This design comes from an exercise in tuning for small area on the open sky130 flow, not from production work. Function was checked by simulation only, so behaviour that the tests miss may differ from the original. No activity file was given, so power comes from the tool's default toggle rates.

## flow/run.sh

```bash
#!/bin/bash
# The standard layout (standard.sh: standard synthesis, floorplan, place,
# CTS, route), with two changes:
#  - port buffers are sky130_fd_sc_hd__buf_1 instead of the larger cell that
#    buffer_ports picks by default (every port still gets its own buffer);
#  - the clock tree uses clkbuf_4 buffers on clusters of up to 8 flops
#    and inserts no dummy loads.
# standard.sh's full output goes to standard.log; ORFS's per-step logs are in
# orfs/logs/.
set -euo pipefail
export BUFFER_PORTS_ARGS="-buffer_cell sky130_fd_sc_hd__buf_1"
export CTS_ARGS="-sink_clustering_enable -repair_clock_nets -dont_use_dummy_load -sink_clustering_size 8 -sink_clustering_max_diameter 35 -buf_list sky130_fd_sc_hd__clkbuf_4"
bash standard.sh > standard.log 2>&1
```

## standard.sh

```bash
#!/bin/bash
# synth_recipe.tcl (not shown) runs the flow's synth.tcl, then flattens the netlist and writes it again
# the make line also repeats each setting of config.mk as NAME=value (left out here)
make -C /OpenROAD-flow-scripts/flow DESIGN_CONFIG=/design/flow/config.mk WORK_HOME=/design/flow/orfs CLKGATE_MAP_FILE= SYNTH_SCRIPT=/design/flow/synth_recipe.tcl "${@:-finish}"
```

## config.mk

```make
export PLATFORM = sky130hd
export DESIGN_NAME = Astroids
export DESIGN_NICKNAME = Astroids
export VERILOG_FILES = /design/flow/design.v
export SDC_FILE = /design/flow/constraint.sdc
export NUM_CORES = 4
export LEC_CHECK = 0
export CAP_MARGIN = 20
export CORE_MARGIN = 2
export CORE_UTILIZATION = 75
export PLACE_DENSITY = 0.88
export SLEW_MARGIN = 20
```

## constraint.sdc

```tcl
create_clock -name core_clock -period 12.0 [get_ports {clk}]
set_input_delay 2.4000 -clock core_clock [delete_from_list [all_inputs] [get_ports {clk}]]
set_output_delay 2.4000 -clock core_clock [all_outputs]
set_load 0.01 [all_outputs]
```

## design.v

```verilog
module vga_sync(
   input iCLK,  
   input iRST,  
   input iPix,   
   input iOver,  
   output [9:0] px,
   output [9:0] py,
   output [9:0] px_next,  
   output [9:0] py_next,
   output h_end, v_step, v_wrap,
   output reg [8:0] cx,  
   output reg [1:0] rx,
   output  [9:0] VGA_R,
   output  [9:0] VGA_G,
   output  [9:0] VGA_B,
   output reg VGA_H_SYNC,
   output reg VGA_V_SYNC,
   output VGA_BLANK
);
assign	VGA_BLANK	=	VGA_H_SYNC & VGA_V_SYNC;
reg [9:0] h_count, v_count;
assign px = h_count;
assign py = v_count;
assign h_end = (h_count >= 10'd799);
assign v_step = (h_count == 10'd699);
assign v_wrap = v_step & (v_count >= 10'd524);
assign px_next = h_end ? 10'd0 : add10(h_count, 10'd1, 1'b0);
assign py_next = v_step ? (v_wrap ? 10'd0 : add10(v_count, 10'd1, 1'b0)) : v_count;
always @(posedge iCLK) begin
   if (iRST) begin
      h_count <= 10'd0;
      VGA_H_SYNC <= 1'b0;
   end else begin
      h_count <= px_next;
      VGA_H_SYNC <= ~(h_count >= 10'd659 && h_count <= 10'd754);
   end
end
always @(posedge iCLK) begin
   if (iRST || h_end) begin
      cx <= 9'd0;
      rx <= 2'd1;
   end else if (rx == 2'd2) begin
      cx <= cx_inc[8:0];
      rx <= 2'd0;
   end else
      rx <= {rx[0], ~rx[0]};
end
wire [9:0] cx_inc = add10({1'b0, cx}, 10'd1, 1'b0);
always @(posedge iCLK) begin
   if (iRST) begin
      v_count <= 10'd0;
      VGA_V_SYNC <= 1'b0;
   end else if (v_step) begin
      v_count <= py_next;
      VGA_V_SYNC <= ~(v_count == 10'd493 || v_count == 10'd494);
   end
end
function [9:0] add10;
	input [9:0] a, b;
	input cin;
	integer i;
	reg c;
	begin
		c = cin;
		for (i = 0; i < 10; i = i + 1) begin
			add10[i] = a[i] ^ b[i] ^ c;
			c = (a[i] & b[i]) | (c & (a[i] ^ b[i]));
		end
	end
endfunction
wire video_on = (h_count < 10'd640) & (v_count < 10'd480);
wire hi = video_on & (iOver | iPix);
wire lo = video_on & ~iOver & iPix;
assign VGA_R = {10{hi}};
assign VGA_G = {{2{hi}}, {8{lo}}};
assign VGA_B = {{2{hi}}, {8{lo}}};
endmodule
module Spaceship(
input clk,
input [8:0] cx,  
input [1:0] rx,
input [9:0] py,
input clk_60hz,  
input left,
input right,
input reset,
input [3:0] bullets,
output reg pixel,
output reg [7:0] shipK);
function [8:0] add9;
	input [8:0] a, b;
	input cin;
	integer i;
	reg c;
	begin
		c = cin;
		for (i = 0; i < 9; i = i + 1) begin
			add9[i] = a[i] ^ b[i] ^ c;
			c = (a[i] & b[i]) | (c & (a[i] ^ b[i]));
		end
	end
endfunction
function [7:0] updn8;
	input [7:0] a;
	input dn;
	integer i;
	reg c;
	begin
		c = 1'b1;
		for (i = 0; i < 8; i = i + 1) begin
			updn8[i] = a[i] ^ c;
			c = c & (a[i] ^ dn);
		end
	end
endfunction
wire go_left = left && (shipK != 8'd15);
wire go_right = right && (shipK != 8'd215);
always @(posedge clk) begin
	if (reset)
		shipK <= 8'd112;
	else if (clk_60hz && (go_left || go_right))
		shipK <= updn8(shipK, go_left);
end
wire [8:0] d = add9(cx, ~{1'b0, shipK}, 1'b1);
wire in_x = ((d[8:3] == 6'd0) && (d[2:0] <= 3'd5)) || ((d[8:3] == 6'h3f) && (d[2:0] >= 3'd3));
wire [5:0] idx = {d[3:0], rx};
wire [63:0] T0 = 64'h7600000000000377;
wire [63:0] T1 = 64'h7770000000007777;
wire [63:0] T2 = 64'h7776000000037777;
wire [63:0] T3 = 64'h7777400000177777;
wire [63:0] H0 = 64'h1400000000000000;
wire [63:0] H1 = 64'h4000000000000001;
wire [63:0] H2 = 64'h0000000000000014;
wire [63:0] H3 = 64'h0000000000000140;
wire in_y = (py[9:4] == 6'd15) && (py[3:0] <= 4'd11);
wire [3:0] y = py[3:0];
always @(*) begin
	case (y)
	4'd0, 4'd11: pixel = T0[idx];
	4'd1, 4'd10: pixel = T1[idx];
	4'd2, 4'd9:  pixel = T2[idx];
	default:     pixel = T3[idx];
	endcase
	if (y >= 4'd4 && y <= 4'd8) begin
		if (H0[idx]) pixel = ~bullets[0];
		if (H1[idx]) pixel = ~bullets[1];
		if (H2[idx]) pixel = ~bullets[2];
		if (H3[idx]) pixel = ~bullets[3];
	end
	pixel = pixel & in_x & in_y;
end
endmodule
module Bullet(
input clk,
input [8:0] cx,  
input [9:0] pyb,  
input py_ge6,
input clk_60hz,  
input start_bullet,
input direction,  
input reset,
input [7:0] shipK,
output pixel,
output reg inUse
);
function [9:0] add10;
	input [9:0] a, b;
	input cin;
	integer i;
	reg c;
	begin
		c = cin;
		for (i = 0; i < 10; i = i + 1) begin
			add10[i] = a[i] ^ b[i] ^ c;
			c = (a[i] & b[i]) | (c & (a[i] ^ b[i]));
		end
	end
endfunction
reg [7:0] bk;
reg [8:0] nby;
reg bullet_direction;
always @(posedge clk) begin
	if (reset)
		inUse <= 1'b0;
	else if (clk_60hz && ~inUse && start_bullet)
		inUse <= 1'b1;
end
wire [9:0] bsum = add10({1'b0, nby}, bullet_direction ? 10'd3 : 10'h3fc, ~bullet_direction);
always @(posedge clk) begin
	if (clk_60hz) begin
		if (inUse)
			nby <= bsum[8:0];
		else begin
			bullet_direction <= direction;
			bk <= shipK;
			nby <= ~9'd120;
		end
	end
end
wire [9:0] ey = add10(pyb, {nby, 1'b1}, 1'b1);
assign pixel = inUse & py_ge6 & (cx == {1'b0, bk}) & (ey <= 10'd10);
endmodule
module Bullet_Man(
input clk,
input rst,
input [8:0] cx,  
input [9:0] py,
input clk_60hz,  
input [7:0] shipK,
input shootUp,
input shootDown,
input [3:0]reset,
output [3:0] inUse,
output [3:0]pixel
);
wire direction = shootUp;
wire shoot = (shootUp || shootDown);
reg [3:0] fire;
reg prvCycleShoot;
wire [9:0] pyb = py + 10'd5;
wire py_ge6 = (py >= 10'd6);
Bullet B0(.clk(clk), .cx(cx), .pyb(pyb), .py_ge6(py_ge6), .clk_60hz(clk_60hz),
	.direction(direction), .start_bullet(fire[0]), .reset(reset[0]), .shipK(shipK),
	.pixel(pixel[0]), .inUse(inUse[0]));
Bullet B1(.clk(clk), .cx(cx), .pyb(pyb), .py_ge6(py_ge6), .clk_60hz(clk_60hz),
	.direction(direction), .start_bullet(fire[1]), .reset(reset[1]), .shipK(shipK),
	.pixel(pixel[1]), .inUse(inUse[1]));
Bullet B2(.clk(clk), .cx(cx), .pyb(pyb), .py_ge6(py_ge6), .clk_60hz(clk_60hz),
	.direction(direction), .start_bullet(fire[2]), .reset(reset[2]), .shipK(shipK),
	.pixel(pixel[2]), .inUse(inUse[2]));
Bullet B3(.clk(clk), .cx(cx), .pyb(pyb), .py_ge6(py_ge6), .clk_60hz(clk_60hz),
	.direction(direction), .start_bullet(fire[3]), .reset(reset[3]), .shipK(shipK),
	.pixel(pixel[3]), .inUse(inUse[3]));
always @ (posedge clk) begin
	if (rst) begin
		fire <= 4'b0000;
		prvCycleShoot <= 1'b0;
	end else if (clk_60hz) begin
		fire <= 4'b0000;
		if (~prvCycleShoot) begin
			if (shoot) begin
				prvCycleShoot <= 1'b1;
				if (~inUse[0])
					fire[0] <= 1'b1;
				else if (~inUse[1])
					fire[1] <= 1'b1;
				else if (~inUse[2])
					fire[2] <= 1'b1;
				else if (~inUse[3])
					fire[3] <= 1'b1;
			end
		end else if (~shoot)
			prvCycleShoot <= 1'b0;
	end
end
endmodule
module Rocks(
input clk,
input [9:0] initialX,
input [9:0] initialY,
input dirSelX,
input [2:0] dir,
input start,
input reset,
input clk60hz,
input hwrap, vstep, vwrap,
input px_ge10, px_ge12, py_ge10, py_ge12,
output pixel,
output reg inUse);
function [9:0] add10;
	input [9:0] a, b;
	integer i;
	reg c;
	begin
		c = 1'b0;
		for (i = 0; i < 10; i = i + 1) begin
			add10[i] = a[i] ^ b[i] ^ c;
			c = (a[i] & b[i]) | (c & (a[i] ^ b[i]));
		end
	end
endfunction
reg [9:0] relX, relY;
reg stepSelX;
reg [2:0] step;
wire [2:0] stepX = stepSelX ? step : 3'd1;
wire [2:0] stepY = stepSelX ? 3'd1 : step;
always @(posedge clk) begin
	if (reset)
		inUse <= 1'b0;
	else if (clk60hz && start)
		inUse <= 1'b1;
end
wire [2:0] kx = clk60hz ? stepX - 3'd1 : 3'b111;
wire [9:0] bx = {hwrap ? {4'b1100, ~kx[2]} : {5{kx[2]}}, {2{kx[2]}}, kx};
wire [2:0] sy = clk60hz ? stepY : 3'b000;
wire [2:0] sym = sy - 3'd1;
wire [3:0] syw = {sy[2], sy} + 4'd12;
wire [9:0] by = vwrap ? {6'b100000, syw} :
                vstep ? {{7{sym[2]}}, sym} : {{7{sy[2]}}, sy};
always @(posedge clk) begin
	if (inUse) begin
		relX <= add10(relX, bx);
		relY <= add10(relY, by);
	end else begin
		relX <= initialX;
		relY <= initialY;
	end
	if (clk60hz && !inUse) begin
		stepSelX <= dirSelX;
		step <= dir;
	end
end
wire x_hi = (relX[9:5] == 5'd0);
wire y_hi = (relY[9:5] == 5'd0);
wire x_a = x_hi & (relX[4:0] <= 5'd22);
wire x_b = x_hi & (relX[4:0] >= 5'd2) & (relX[4:0] <= 5'd20);
wire y_a = y_hi & (relY[4:0] <= 5'd22);
wire y_b = y_hi & (relY[4:0] >= 5'd2) & (relY[4:0] <= 5'd20);
assign pixel = inUse & ((px_ge12 & py_ge10 & x_a & y_b) | (px_ge10 & py_ge12 & x_b & y_a));
endmodule
module fib_16bit (clk, rst, en, Q);
	input clk, rst, en;
	output [15:0] Q;
	reg [15:0]SEED;
	always @(posedge clk) begin
		if (rst)
			SEED <= 16'b0011010100101001;
		else if (en)
			SEED<={SEED[14:0],SEED[10]^ (SEED[12]^  (SEED[13]^SEED[15]))};
	end
	assign Q = SEED;
endmodule
module randomDir(in, out);
	input [2:0] in;
	output [2:0] out;
	wire [1:0] mag = {in[1], ~in[1] | in[0]};
	assign out = in[2] ? (3'd0 - {1'b0, mag}) : {1'b0, mag};
endmodule
module Clk2sec( input clk, input rst, input clk60hz, output reg q);
	reg [6:0] counter;
	wire last = (counter == 7'h7f);
	always @ (posedge clk) begin
		if (rst) begin
			counter <= 7'h01;
			q <= 1'b0;
		end else begin
			q <= clk60hz && last;
			if (clk60hz)
				counter <= last ? 7'h01 : {counter[5:0], counter[6] ^ counter[5]};
		end
	end
endmodule
module Rocks_Man(
input clk,
input rst,
input [9:0] px,
input [9:0] py,
input [9:0] px_next,  
input [9:0] py_next,
input hwrap, vstep, vwrap,
input clk60hz,  
input [3:0] reset,
output [3:0] pixel
);
function [9:0] add10;
	input [9:0] a, b;
	input cin;
	integer i;
	reg c;
	begin
		c = cin;
		for (i = 0; i < 10; i = i + 1) begin
			add10[i] = a[i] ^ b[i] ^ c;
			c = (a[i] & b[i]) | (c & (a[i] ^ b[i]));
		end
	end
endfunction
	wire [3:0] rocks_in_use;
	wire [15:0] randomA;
	fib_16bit ra(clk, rst, clk60hz, randomA);
	wire [9:0] randomX = randomA[11] ? randomA[9:0] : (randomA[10] ? 10'd0 : 10'd640);
	wire [9:0] randomY = randomA[11] ? (randomA[10] ? 10'd0 : 10'd480) : randomA[9:0];
	wire [2:0] ranDir;
	randomDir rd(randomA[2:0], ranDir);
	wire [9:0] relX0 = add10(add10(randomX, 10'd12, 1'b0), ~px_next, 1'b0);
	wire [9:0] relY0 = add10(add10(randomY, 10'd12, 1'b0), ~py_next, 1'b0);
	wire spawn;
	reg [3:0] fire;
	Clk2sec c2s(clk, rst, clk60hz, spawn);
	always @ (posedge clk) begin
		if (rst)
			fire <= 4'd0;
		else if (spawn) begin
			fire <= 4'd0;
			if (rocks_in_use[0] == 1'b0)
				fire[0] <= 1'b1;
			else if (rocks_in_use[1] == 1'b0)
				fire[1] <= 1'b1;
			else if (rocks_in_use[2] == 1'b0)
				fire[2] <= 1'b1;
			else if (rocks_in_use[3] == 1'b0)
				fire[3] <= 1'b1;
		end
	end
	wire px_ge10 = (px >= 10'd10);
	wire px_ge12 = (px >= 10'd12);
	wire py_ge10 = (py >= 10'd10);
	wire py_ge12 = (py >= 10'd12);
	genvar gi;
	generate
		for (gi = 0; gi < 4; gi = gi + 1) begin : rk
			Rocks r(.clk(clk), .initialX(relX0), .initialY(relY0),
				.dirSelX(randomA[11]), .dir(ranDir), .start(fire[gi]), .reset(reset[gi]),
				.clk60hz(clk60hz), .hwrap(hwrap), .vstep(vstep), .vwrap(vwrap),
				.px_ge10(px_ge10), .px_ge12(px_ge12), .py_ge10(py_ge10), .py_ge12(py_ge12),
				.pixel(pixel[gi]), .inUse(rocks_in_use[gi]));
		end
	endgenerate
endmodule
module collision_detector(
	input clk,
	input rst,
	input [9:0] px,
	input [9:0] py,
	input [8:0] pixels,  
	input reset_game,
	output reg [8:0]reset,  
	output reg game_over,  
	output reg [15:0] score,
	output reg [1:0] lives
	);
	wire space_ship = pixels[0];
	wire bullets = |pixels[4:1];
	wire rocks = |pixels[8:5];
	always @ (posedge clk) begin
		if (rst || reset_game) begin
			game_over <= 1'b0;
			reset <= 9'b111111111;  
			score <= 16'b0;
			lives <= 2'd3;
		end else if (px[0]) begin
			reset <= 9'b0; 
			if ((px > 10'd660) || (py > 10'd500)) begin
				reset <= pixels;
			end else begin
				if (bullets && rocks) begin
					score <= score + 16'b1;
					reset <= pixels;
				end else if (space_ship && rocks) begin
					lives <= lives - 2'b1;
					reset <= pixels;
					if (lives == 2'd0) begin
						game_over <= 1'b1;
						end
				end
			end
		end
	end
endmodule
module Astroids(
  input clk,             
  input rst,             
  input tick,            
  input [3:0] KEY,       
  input reset_game,      
  output VGA_HS,							 
  output VGA_VS,							 
  output VGA_BLANK,						 
  output [9:0] VGA_R,   						 
  output [9:0] VGA_G,	 						 
  output [9:0] VGA_B,   						 
  output [15:0] score,
  output reg [15:0] high_score,
  output [1:0] lives,
  output game_over
);
wire [9:0]	mCoord_X;
wire [9:0]	mCoord_Y;
wire [7:0] shipK;
wire [8:0] cx;
wire [1:0] rx;
wire [9:0] px_next, py_next;
wire hwrap, vstep, vwrap;
wire [8:0] BW;
wire [8:0] reset;
wire [15:0] current_score;
wire [3:0] bullets;
reg game_over_d;
assign score = current_score;
always @ (posedge clk) begin
	if (rst) begin
		high_score <= 16'd0;
		game_over_d <= 1'b0;
	end else begin
		game_over_d <= game_over;
		if (game_over && !game_over_d && (high_score < current_score))
			high_score <= current_score;
	end
end
Spaceship c1(
	.clk(clk),
	.cx(cx),
	.rx(rx),
	.py(mCoord_Y),
	.clk_60hz(tick),
	.left(~KEY[3]),
	.right(~KEY[2]),
	.reset(reset[0]),
	.bullets(bullets),
	.pixel(BW[0]),
	.shipK(shipK)
);
Bullet_Man Bm1(
	.clk(clk),
	.rst(rst),
	.cx(cx),
	.py(mCoord_Y),
	.clk_60hz(tick),
	.shipK(shipK),
	.shootUp(~KEY[1]),
	.shootDown(~KEY[0]),
	.reset(reset[4:1]),
	.inUse(bullets),
	.pixel(BW[4:1])
);
Rocks_Man Rm1(
	.clk(clk),
	.rst(rst),
	.px(mCoord_X),
	.py(mCoord_Y),
	.px_next(px_next),
	.py_next(py_next),
	.hwrap(hwrap),
	.vstep(vstep),
	.vwrap(vwrap),
	.clk60hz(tick),
	.reset(reset[8:5]),
	.pixel(BW[8:5])
);
collision_detector cd1(
	.clk(clk),
	.rst(rst),
	.px(mCoord_X),
	.py(mCoord_Y),
	.pixels(BW),
	.reset_game(reset_game),
	.reset(reset),
	.game_over(game_over),
	.score(current_score),
	.lives(lives)
);
vga_sync u1(
   .iCLK(clk),
   .iRST(rst),
   .iPix(|BW),
   .iOver(game_over),
   .px(mCoord_X),
   .py(mCoord_Y),
   .px_next(px_next),
   .py_next(py_next),
   .h_end(hwrap),
   .v_step(vstep),
   .v_wrap(vwrap),
   .cx(cx),
   .rx(rx),
   .VGA_R(VGA_R),
   .VGA_G(VGA_G),
   .VGA_B(VGA_B),
   .VGA_H_SYNC(VGA_HS),
   .VGA_V_SYNC(VGA_VS),
   .VGA_BLANK(VGA_BLANK)
);
endmodule
```

==> reports/metrics.cfg, run 1 <==
[pwr]
swShare = 0.299
finalPower_mw = 2.06
pwr-share-seq = 0.559
p_int_mw = 1.45
p_sw_mw = 0.617
p_per_area_nw_per_um2 = 110
clkPwrFrac = 0.256
vdd_drop_max_v = 0.0000952
power_leakage_nw = 7.47
p_comb_frac = 0.185

[timing]
rsz0062_at_grt = no
setup_viol = 0
layout_min_cycle_time_ns = 9.00
hold_viol = 0
max_freq_mhz = 111
fin_skew_ns = 0.119
tns_ns = 0
slew-limit-headroom = 0.314
fin_crit_sh = 0.750
report.final.slew_viol_count = 0
tightest_slew_ns = 1.03

[hold_path]
worstHoldPathCells = 1
min_path_type = reg2reg
min-delay-start = cd1.reset[1]
min_to = Bm1.B0.inUse

[synth]
synth_nets = 2053
ys_top_cells_by_count = dfxtp_1 (207), inv_1 (185), nor2_1 (167)
synthArstFlopShare = 0
synth-edff-count = 88
ys_ff_latch = 295
synthTopCellsByArea = dfxtp_1 (23%), fa_1 (16%), edfxtp_1 (15%), ha_1 (6.4%), inv_1 (3.8%)
yosysMostFrequentCell = dfxtp_1
yosys_warnings = 10
netlist.area_leader.share = 0.230
synth_area_leader_cell = dfxtp_1
netlist_area_um2 = 18000
synth_cells = 1810
avgSynthCellArea_um2 = 9.97
synth.distinct_cells = 74
ys.flop_type = dfxtp_1
yosysSeqAreaShare = 0.376

[layout]
final_cell_count_no_fill = 2157
final_layout_size_suffix_gt1_frac = 0.0593
ff_latch_area_um2 = 6790
postLayoutCellArea_um2 = 18700
nets = 2082
fillCellCount = 1502
multi_input_area_um2 = 10000
area_growth_pct = 3.49

[placed_design]
buffer_ports.inserted = 75
dp.cells = 2105
gp_congestion = 0.893
hpwl_mm = 29.6
postPlaceCellArea_um2 = 18300

[setup_path]
r2r_slack_ns = 5.63
rr_worst_depth = 24
cp.arrival_ns = 6.60
worstSetupStartpointType = register
rr_endpoint = Rm1.rk[1].r.relY[9]
end_kind = output port
r2r_start = u1.h_count[9]
path_max_fanout = 25
required_ns = 9.60
critPathKind = reg2out

[clock_network]
cts_buffer_depth = 3
cts_root_buf = clkbuf_4
htreeDepth = 2
cts_tree = done
clk_pin_slew_ns = 0.09
cts_made_buffers = 51
cts_resized = 0
cts_sinks = 295
ctsHoldBuffers = 0
postCtsSetupRepairBufs = 0
clk_latency_ns = 0.73

[drt]
drtIter0Drc = 1086
vias = 13000
dr.pass1.iters = 6
vias_per_cell = 6.04
postRouteAntennaNets = 0
wirelength_mm = 39.5
drc = 0
route.detailed.wl_per_inst_um = 18.3

[die]
die_area_um2 = 25300
start_util = 0.767
die_y_um = 159
io_pins = 76
rows = 56
core_area_um2 = 23500
die-width_um = 159

[grt]
antenna_found_initial = 1
first_global_vias = 13400
grt_max_degree = 68
grt_pass1_wl_mm = 65.8
grt-ovfl-total = 0
track_usage = 0.321

[flow_run]
cap_violations = 0

[outcome]
status = finished clean

-- state kept, by name (all words and copies together), names as in the netlist, 7 cells and up --
name	flops
Bm1.B3.nby	9
cd1.score	16
Bm1.B2.nby	9
cd1.reset	9
Rm1.rk.r.step	12
u1.cx	9
Rm1.rk.r.relX	40
c1.shipK	8
high_score	16
u1.h_count	10
Rm1.ra.SEED	16
u1.v_count	10
Bm1.B1.bk	8
Rm1.rk.r.relY	40
Bm1.B3.bk	8
Bm1.B2.bk	8
Bm1.B1.nby	9
Bm1.B0.nby	9
Bm1.B0.bk	8
Rm1.c2s.counter	7
-- worst max-delay path by stage --
stage                    end  slack, ns  cells after the start           from
finish              VGA_G[3]       3.00                     20  u1.v_count[0]
global route        VGA_B[1]       2.56                     20  u1.v_count[0]
CTS                 VGA_G[3]       2.99                     20  u1.v_count[0]
detailed placement  VGA_G[3]       3.67                     20  u1.v_count[0]
global placement    VGA_B[1]       3.89                     20  u1.v_count[0]
floorplan           VGA_B[0]       4.11                     21  u1.v_count[0]
-- cells in the final DEF (no fill, tap or decap), types with 49 or more instances in the layout --
cell | netlist | layout
fa_1 | 143 | 143
inv_1 | 185 | 185
a21oi_1 | 122 | 121
mux2i_1 | 49 | 49
xnor2_1 | 51 | 51
dfxtp_1 | 207 | 207
edfxtp_1 | 88 | 88
nor2_1 | 167 | 166
xor2_1 | 56 | 56
clkbuf_4 | 0 | 52
buf_1 | 14 | 73
ha_1 | 92 | 92
nand2_1 | 149 | 149
-- cell type report --
| cell class | instances | share of cell area |
|---|---|---|
| Clock buffer | 51 | 0.0205 |
| Timing Repair Buffer | 85 | 0.0198 |
| Tap cell | 319 | 0.0214 |
| Antenna cell | 1 | 0.000134 |
| Sequential cell | 295 | 0.363 |
| Multi-Input combinational cell | 1220 | 0.537 |
| Inverter | 186 | 0.0374 |
-- layer usage --
metal / vias up / global-route usage / part of all wire
li1: 6077 / - / -
met1: 6276 / 0.416 / 0.40
met2: 554 / 0.536 / 0.49
met3: 118 / 0.0498 / 0.072
met4: 0 / 0.150 / 0.045
met5: - / 0 / 0
-- per-stage QoR --
stage                     setup WS (ns)  utilization  hold slack, ns
after floorplan                    4.11            -           0.393
after global placement             3.89        0.776           0.405
after detailed placement           3.67        0.777           0.411
after CTS                          2.99        0.793           0.405
after global routing               2.56        0.793           0.434
final                              3.00        0.793           0.410
-- logic make-up after synthesis --
logic type,after synthesis,synth area share
and+or+nand+nor,550,0.154
buffers and inverters,295,0.0686
muxes,68,0.0390
DFF,295,0.376
xor gates and xnor gates,108,0.0535
adders and majority gates,235,0.222
AOI/OAI and AO/OA,259,0.0868
-- power by group through the flow --
stage / logic, mW / registers [mW] / clock network (mW)
after global placement: 0.347 / 1.17 / 0
after floorplan: 0.282 / 1.15 / 0
final: 0.382 / 1.15 / 0.528
after detailed placement: 0.376 / 1.17 / 0
after global routing: 0.439 / 1.16 / 0.576
after CTS: 0.381 / 1.15 / 0.533
-- worst max-delay path: stages (launching register included) --
cell       delay [ns]
dfxtp_1          0.53
inv_1            0.13
ha_1             0.33
inv_1            0.09
ha_1             0.20
fa_1             0.38
fa_1             0.39
fa_1             0.39
fa_1             0.40
fa_1             0.39
fa_1             0.36
inv_1            0.07
fa_1             0.39
and4b_1          0.26
o2111ai_1        0.19
nor4_4           0.32
nor4_4           0.08
buf_4            0.24
nand3_1          0.15
and3b_1          0.44
buf_1            0.20
==> inputs of run 2 (changes only) <==
--- a/flow/run.sh
+++ b/flow/run.sh
@@ -9,5 +9,5 @@
 # orfs/logs/.
 set -euo pipefail
 export BUFFER_PORTS_ARGS="-buffer_cell sky130_fd_sc_hd__buf_1"
-export CTS_ARGS="-sink_clustering_enable -repair_clock_nets -dont_use_dummy_load -sink_clustering_size 8 -sink_clustering_max_diameter 35 -buf_list sky130_fd_sc_hd__clkbuf_4"
+export CTS_ARGS="-sink_clustering_enable -repair_clock_nets -dont_use_dummy_load -sink_clustering_size 5 -sink_clustering_max_diameter 25 -buf_list sky130_fd_sc_hd__clkbuf_2"
 bash standard.sh > standard.log 2>&1
==> reports/metrics.cfg, run 2 <==
[timing]
layout_min_cycle_time_ns = 9.11
rsz0062_at_grt = no
hold_viol = 0
fin_crit_sh = 0.760
tightest_slew_ns = 1.03
report.final.slew_viol_count = 0
setup_viol = 0
fin_skew_ns = 0.154
tns_ns = 0
max_freq_mhz = 110
slew-limit-headroom = 0.316

[setup_path]
path_max_fanout = 25
end_kind = output port
r2r_start = u1.h_count[0]
required_ns = 9.60
cp-startpoint = u1.v_count[0]
critPathKind = reg2out
cp.arrival_ns = 6.71
worstSetupStartpointType = register
r2r_slack_ns = 5.57

[clock_network]
cts_made_buffers = 81
cts_resized = 0
cts_buffer_depth = 3
clk_latency_ns = 0.91
clk_pin_slew_ns = 0.09
cts_sinks = 295
cts_tree = done
htreeDepth = 3
ctsHoldBuffers = 0
postCtsSetupRepairBufs = 0
cts_root_buf = clkbuf_2

[drt]
dr.pass1.iters = 6
route.detailed.wl_per_inst_um = 18.1
vias_per_cell = 6.00
drc = 0
wirelength_mm = 39.6
vias = 13100
drtIter0Drc = 1102
postRouteAntennaNets = 0

[die]
core_area_um2 = 23500
die-width_um = 159
rows = 56
start_util = 0.767
die_y_um = 159
io_pins = 76
die_area_um2 = 25300

[synth]
avgSynthCellArea_um2 = 9.97
ys_top_cells_by_count = dfxtp_1 (207), inv_1 (185), nor2_1 (167)
ys_ff_latch = 295
synth-edff-count = 88
ys.flop_type = dfxtp_1
yosysSeqAreaShare = 0.376
netlist.area_leader.share = 0.230
synthArstFlopShare = 0
netlist_area_um2 = 18000
synth_nets = 2053
synth_area_leader_cell = dfxtp_1
yosysMostFrequentCell = dfxtp_1
synth_cells = 1810
yosys_warnings = 10
synth.distinct_cells = 74
synthTopCellsByArea = dfxtp_1 (23%), fa_1 (16%), edfxtp_1 (15%), ha_1 (6.4%), inv_1 (3.8%)

[pwr]
p_int_mw = 1.43
clkPwrFrac = 0.261
p_sw_mw = 0.650
power_leakage_nw = 7.57
vdd_drop_max_v = 0.0000969
p_per_area_nw_per_um2 = 111
swShare = 0.313
pwr-share-seq = 0.555
p_comb_frac = 0.184

[layout]
area_growth_pct = 3.62
final_layout_size_suffix_gt1_frac = 0.0745
fillCellCount = 1514
top_regs = Rm1.rk.r.relX x40, Rm1.rk.r.relY x40
nets = 2112
final_common_cell = dfxtp_1
final_cell_mix = dfxtp_1 (207), inv_1 (185), nor2_1 (166)
fin_util = 0.794

[grt]
grt-ovfl-total = 0
grt_pass1_wl_mm = 66.0
antenna_found_initial = 1
first_global_vias = 13700
grt_max_degree = 68
track_usage = 0.322

[placed_design]
hpwl_mm = 29.6
gp_congestion = 0.893
buffer_ports.inserted = 75

[flow_run]
cap_violations = 0

[hold_path]
min-delay-start = cd1.reset[4]
min_path_type = reg2reg

[outcome]
status = finished clean

-- run 2: path summary, 6_finish.rpt --
kind | endpoint | cells past startpoint
max | VGA_G[3] | 20
min | Bm1.B3.inUse | 1
max reg2reg | Rm1.rk[1].r.relY[9] | 25
min reg2reg | Bm1.B3.inUse | 1
-- run 2: cells by family (layout without fill, tap and decap cells) --
logic type / after synthesis / in the layout / synth area share
xor gates and xnor gates: 108 / 108 / 0.0535
adders and majority gates: 235 / 235 / 0.222
muxes: 68 / 68 / 0.0390
other: 0 / 1 / 0
DFF: 295 / 295 / 0.376
buffers and inverters: 295 / 352 / 0.0686
and+or+nand+nor: 550 / 550 / 0.154
AOI/OAI and AO/OA: 259 / 259 / 0.0868
-- run 2: power by group through the flow --
stage	clock [mW]	sequential (mW)	combinational (mW)
after floorplan	0	1.15	0.282
after detailed placement	0	1.17	0.376
after CTS	0.551	1.15	0.381
after global routing	0.593	1.16	0.438
after global placement	0	1.17	0.347
final	0.542	1.15	0.381
-- run 2: worst max-delay path: stages (launching register included) --
cell and delay (ns):
dfxtp_1 0.54, inv_1 0.14, ha_1 0.33, inv_1 0.09, ha_1 0.20, fa_1 0.38, fa_1 0.39, fa_1 0.39
fa_1 0.40, fa_1 0.39, fa_1 0.36, inv_1 0.07, fa_1 0.39, and4b_1 0.25, o2111ai_1 0.19, nor4_4 0.32
nor4_4 0.08, buf_4 0.24, nand3_1 0.14, and3b_1 0.44, buf_1 0.20
-- run 2: final cells by class --
class,instances,area [µm²],area share
Multi-Input combinational cell,1220,10000,0.537
Sequential cell,295,6790,0.363
Inverter,186,698,0.0373
Clock buffer,81,405,0.0217
Tap cell,319,399,0.0213
Timing Repair Buffer,85,369,0.0197
Antenna cell,1,2.50,0.000134
-- run 2: through the flow --
step / total power, mW / setup WS, ns / hold slack, ns / cells / instance area (µm²)
2_1_floorplan: 1.44 / 4.11 / 0.393 / 1810 / 18000
3_3_place_gp: 1.52 / 3.89 / 0.405 / 2104 / 18300
3_5_place_dp: 1.55 / 3.67 / 0.411 / 2105 / 18300
4_1_cts: 2.08 / 2.84 / 0.428 / 2186 / 18700
5_1_grt: 2.19 / 2.43 / 0.433 / 2187 / 18700
6_report: 2.08 / 2.89 / 0.428 / 2187 / 18700
-- run 2: per-layer routing --
layer,track usage,share of wire,vias up
met2,0.528,0.48,592
met5,0,0,-
met4,0.178,0.053,0
met3,0.0578,0.075,168
li1,-,-,6126
met1,0.409,0.39,6246
==> inputs of run 3 (changes only) <==
--- a/flow/run.sh
+++ b/flow/run.sh
@@ -9,5 +9,5 @@
 # orfs/logs/.
 set -euo pipefail
 export BUFFER_PORTS_ARGS="-buffer_cell sky130_fd_sc_hd__buf_1"
-export CTS_ARGS="-sink_clustering_enable -repair_clock_nets -dont_use_dummy_load -sink_clustering_size 5 -sink_clustering_max_diameter 25 -buf_list sky130_fd_sc_hd__clkbuf_2"
+export CTS_ARGS="-sink_clustering_enable -repair_clock_nets -dont_use_dummy_load -sink_clustering_size 10 -sink_clustering_max_diameter 30 -buf_list sky130_fd_sc_hd__clkbuf_4"
 bash standard.sh > standard.log 2>&1
==> reports/metrics.cfg, run 3 <==
[layout]
final_cell_mix = dfxtp_1 (207), inv_1 (185), nor2_1 (166)
final_layout_size_suffix_gt1_frac = 0.0624
area_growth_pct = 3.74
fin_util = 0.795
nets = 2088
final_common_cell = dfxtp_1
top_regs = Rm1.rk.r.relX x40, Rm1.rk.r.relY x40

[synth]
ys_ff_latch = 295
yosysMostFrequentCell = dfxtp_1
synth-edff-count = 88
ys_top_cells_by_count = dfxtp_1 (207), inv_1 (185), nor2_1 (167)
synthArstFlopShare = 0
yosysSeqAreaShare = 0.376
synthTopCellsByArea = dfxtp_1 (23%), fa_1 (16%), edfxtp_1 (15%), ha_1 (6.4%), inv_1 (3.8%)
netlist.area_leader.share = 0.230
ys.flop_type = dfxtp_1
yosys_warnings = 10
netlist_area_um2 = 18000
synth_cells = 1810
synth_nets = 2053
avgSynthCellArea_um2 = 9.97
synth.distinct_cells = 74
synth_area_leader_cell = dfxtp_1

[flow_run]
cap_violations = 0

[placed_design]
buffer_ports.inserted = 75
hpwl_mm = 29.6
pre_cts_ws_ns = 3.67
gp_congestion = 0.893

[clock_network]
clk_latency_ns = 0.74
cts_buffer_depth = 3
clk_pin_slew_ns = 0.07
postCtsSetupRepairBufs = 0
cts_root_buf = clkbuf_4
htreeDepth = 2
cts_tree = done
cts_made_buffers = 57
cts_sinks = 295
cts_resized = 0
ctsHoldBuffers = 0

[setup_path]
cp.arrival_ns = 6.58
worstSetupStartpointType = register
worstPathCellList = inv_1 -> ha_1 -> inv_1 -> ha_1 -> fa_1 -> fa_1 -> fa_1 -> fa_1 -> fa_1 -> fa_1 -> inv_1 -> fa_1 -> and4b_1 -> o2111ai_1 -> nor4_4 -> nor4_4 -> buf_4 -> nand3_1 -> and3b_1 -> buf_1
cpPeakStageDelay_ns = 0.53
r2r_slack_ns = 5.68
r2r_start = u1.h_count[0]
required_ns = 9.60
critPathKind = reg2out
path_common_cell = fa_1
cp_slowest_cell = dfxtp_1
rr_endpoint = Rm1.rk[3].r.relY[9]
rr_worst_depth = 25
path_max_fanout = 25
end_kind = output port

[die]
io_pins = 76
rows = 56
die_area_um2 = 25300
die_y_um = 159
start_util = 0.767
die-width_um = 159
core_area_um2 = 23500

[drt]
wl_met3_mm = 2.67
highest_layer = met4
wirelength_mm = 39.7
vias = 13000
route.detailed.wl_per_inst_um = 18.4
wl_met1_mm = 16.0
drc = 0
vias_per_cell = 6.03
dr.pass1.iters = 6
postRouteAntennaNets = 0
drtIter0Drc = 1021
met2_length_mm = 19.1

[grt]
antenna_found_initial = 1
track_usage = 0.321
first_global_vias = 13500
grt-ovfl-total = 0
grt_max_degree = 68
grt_pass1_wl_mm = 65.9

[timing]
max_freq_mhz = 111
rsz0062_at_grt = no
hold_viol = 0
slew-limit-headroom = 0.313
fin_hold_ws_ns = 0.422
setup_viol = 0
report.final.slew_viol_count = 0
layout_min_cycle_time_ns = 8.98
tns_ns = 0
fin_skew_ns = 0.119
fin_crit_sh = 0.748
tightest_slew_ns = 1.03
worst_slack_ns = 3.02

[hold_path]
min_path_type = reg2reg
min_to = Bm1.B3.inUse
worstHoldPathCells = 1
min-delay-start = cd1.reset[4]

[pwr]
p_per_area_nw_per_um2 = 112
vdd_drop_max_v = 0.000101
power_leakage_nw = 7.49
finalPower_mw = 2.09

[outcome]
status = finished clean

[run 3: cell type report]
| class | count | area (µm²) |
|---|---|---|
| Clock buffer | 57 | 428 |
| Fill cell | 1500 | 4820 |
| Tap cell | 319 | 399 |
| Sequential cell | 295 | 6790 |
| Inverter | 186 | 698 |
| Multi-Input combinational cell | 1220 | 10000 |
| Timing Repair Buffer | 85 | 369 |
| Antenna cell | 1 | 2.50 |
[run 3: worst max-delay path by stage]
stage                  start       end  slack [ns]  depth (start not counted)
2_1_floorplan  u1.v_count[0]  VGA_B[0]        4.11                         21
3_3_place_gp   u1.v_count[0]  VGA_B[1]        3.89                         20
3_5_place_dp   u1.v_count[0]  VGA_G[3]        3.67                         20
4_1_cts        u1.v_count[0]  VGA_G[3]        3.01                         20
5_1_grt        u1.v_count[0]  VGA_B[1]        2.61                         20
6_report       u1.v_count[0]  VGA_G[3]        3.02                         20
[run 3: logic make-up (layout without fill, tap and decap cells)]
group	Yosys count	after routing	share of synthesized area
flops	295	295	0.376
buf+inv	295	328	0.0686
other cells	0	1	0
simple gates	550	550	0.154
compound gates	259	259	0.0868
xor+xnor	108	108	0.0535
mux	68	68	0.0390
fa+ha+maj	235	235	0.222
[run 3: metrics by stage]
stage               instances  instance area, µm²
global placement         2104               18300
finish                   2163               18700
floorplan                1810               18000
CTS                      2162               18700
global route             2163               18700
detailed placement       2105               18300
[run 3: per-layer routing]
layer / up-vias / GRT usage
li1: 6075 / -
met1: 6283 / 0.416
met2: 531 / 0.532
met3: 151 / 0.0477
met4: 0 / 0.160
met5: - / 0
[run 3: critical path, delay by kind of cell, from the launching register on]
family,cells,cell delay [ns]
adder cells (fa/ha/maj),9,3.24
flip-flops,1,0.53
buffers and inverters,5,0.75
AO/OA/AOI/OAI,1,0.19
AND/OR/NAND/NOR,5,1.24
[run 3: report_power, final]
group / total (mW) / internal, mW / switching, mW
Combinational: 0.383 / 0.159 / 0.224
Clock: 0.558 / 0.215 / 0.343
Sequential: 1.15 / 1.09 / 0.0595

[port drivers added, routing unchanged]
In the flow no input, the clock included, has a driving cell. The finished layouts below were timed again as built, in two steps. Step 1, drivers: a clkbuf_16 drives clk and a buf_2 each remaining input, both assumed. Step 2 adds t to the input delays and takes it off the output delays; t is the mean of the earliest and latest rising clock arrival at the registers after step 1. Input paths then give back, and output paths get back, about the clock's delay inside the block. Slacks: no drivers / after step 1 / after step 2; pairs: no drivers / after step 1.
run | t, ns | setup WS [ns] | worst setup path after step 2 | clock arrival spread, ns | worst data-port slew with drivers (ns)
run 1 | 0.714 | 2.999 / 2.953 / 3.667 | register to output | 0.121 / 0.122 | 0.04
run 2 | 0.877 | 2.885 / 2.838 / 3.709 | input to register | 0.159 / 0.160 | 0.04
run 3 | 0.728 | 3.020 / 2.968 / 3.695 | register to output | 0.119 / 0.119 | 0.04
After both steps every run listed still meets setup and hold.
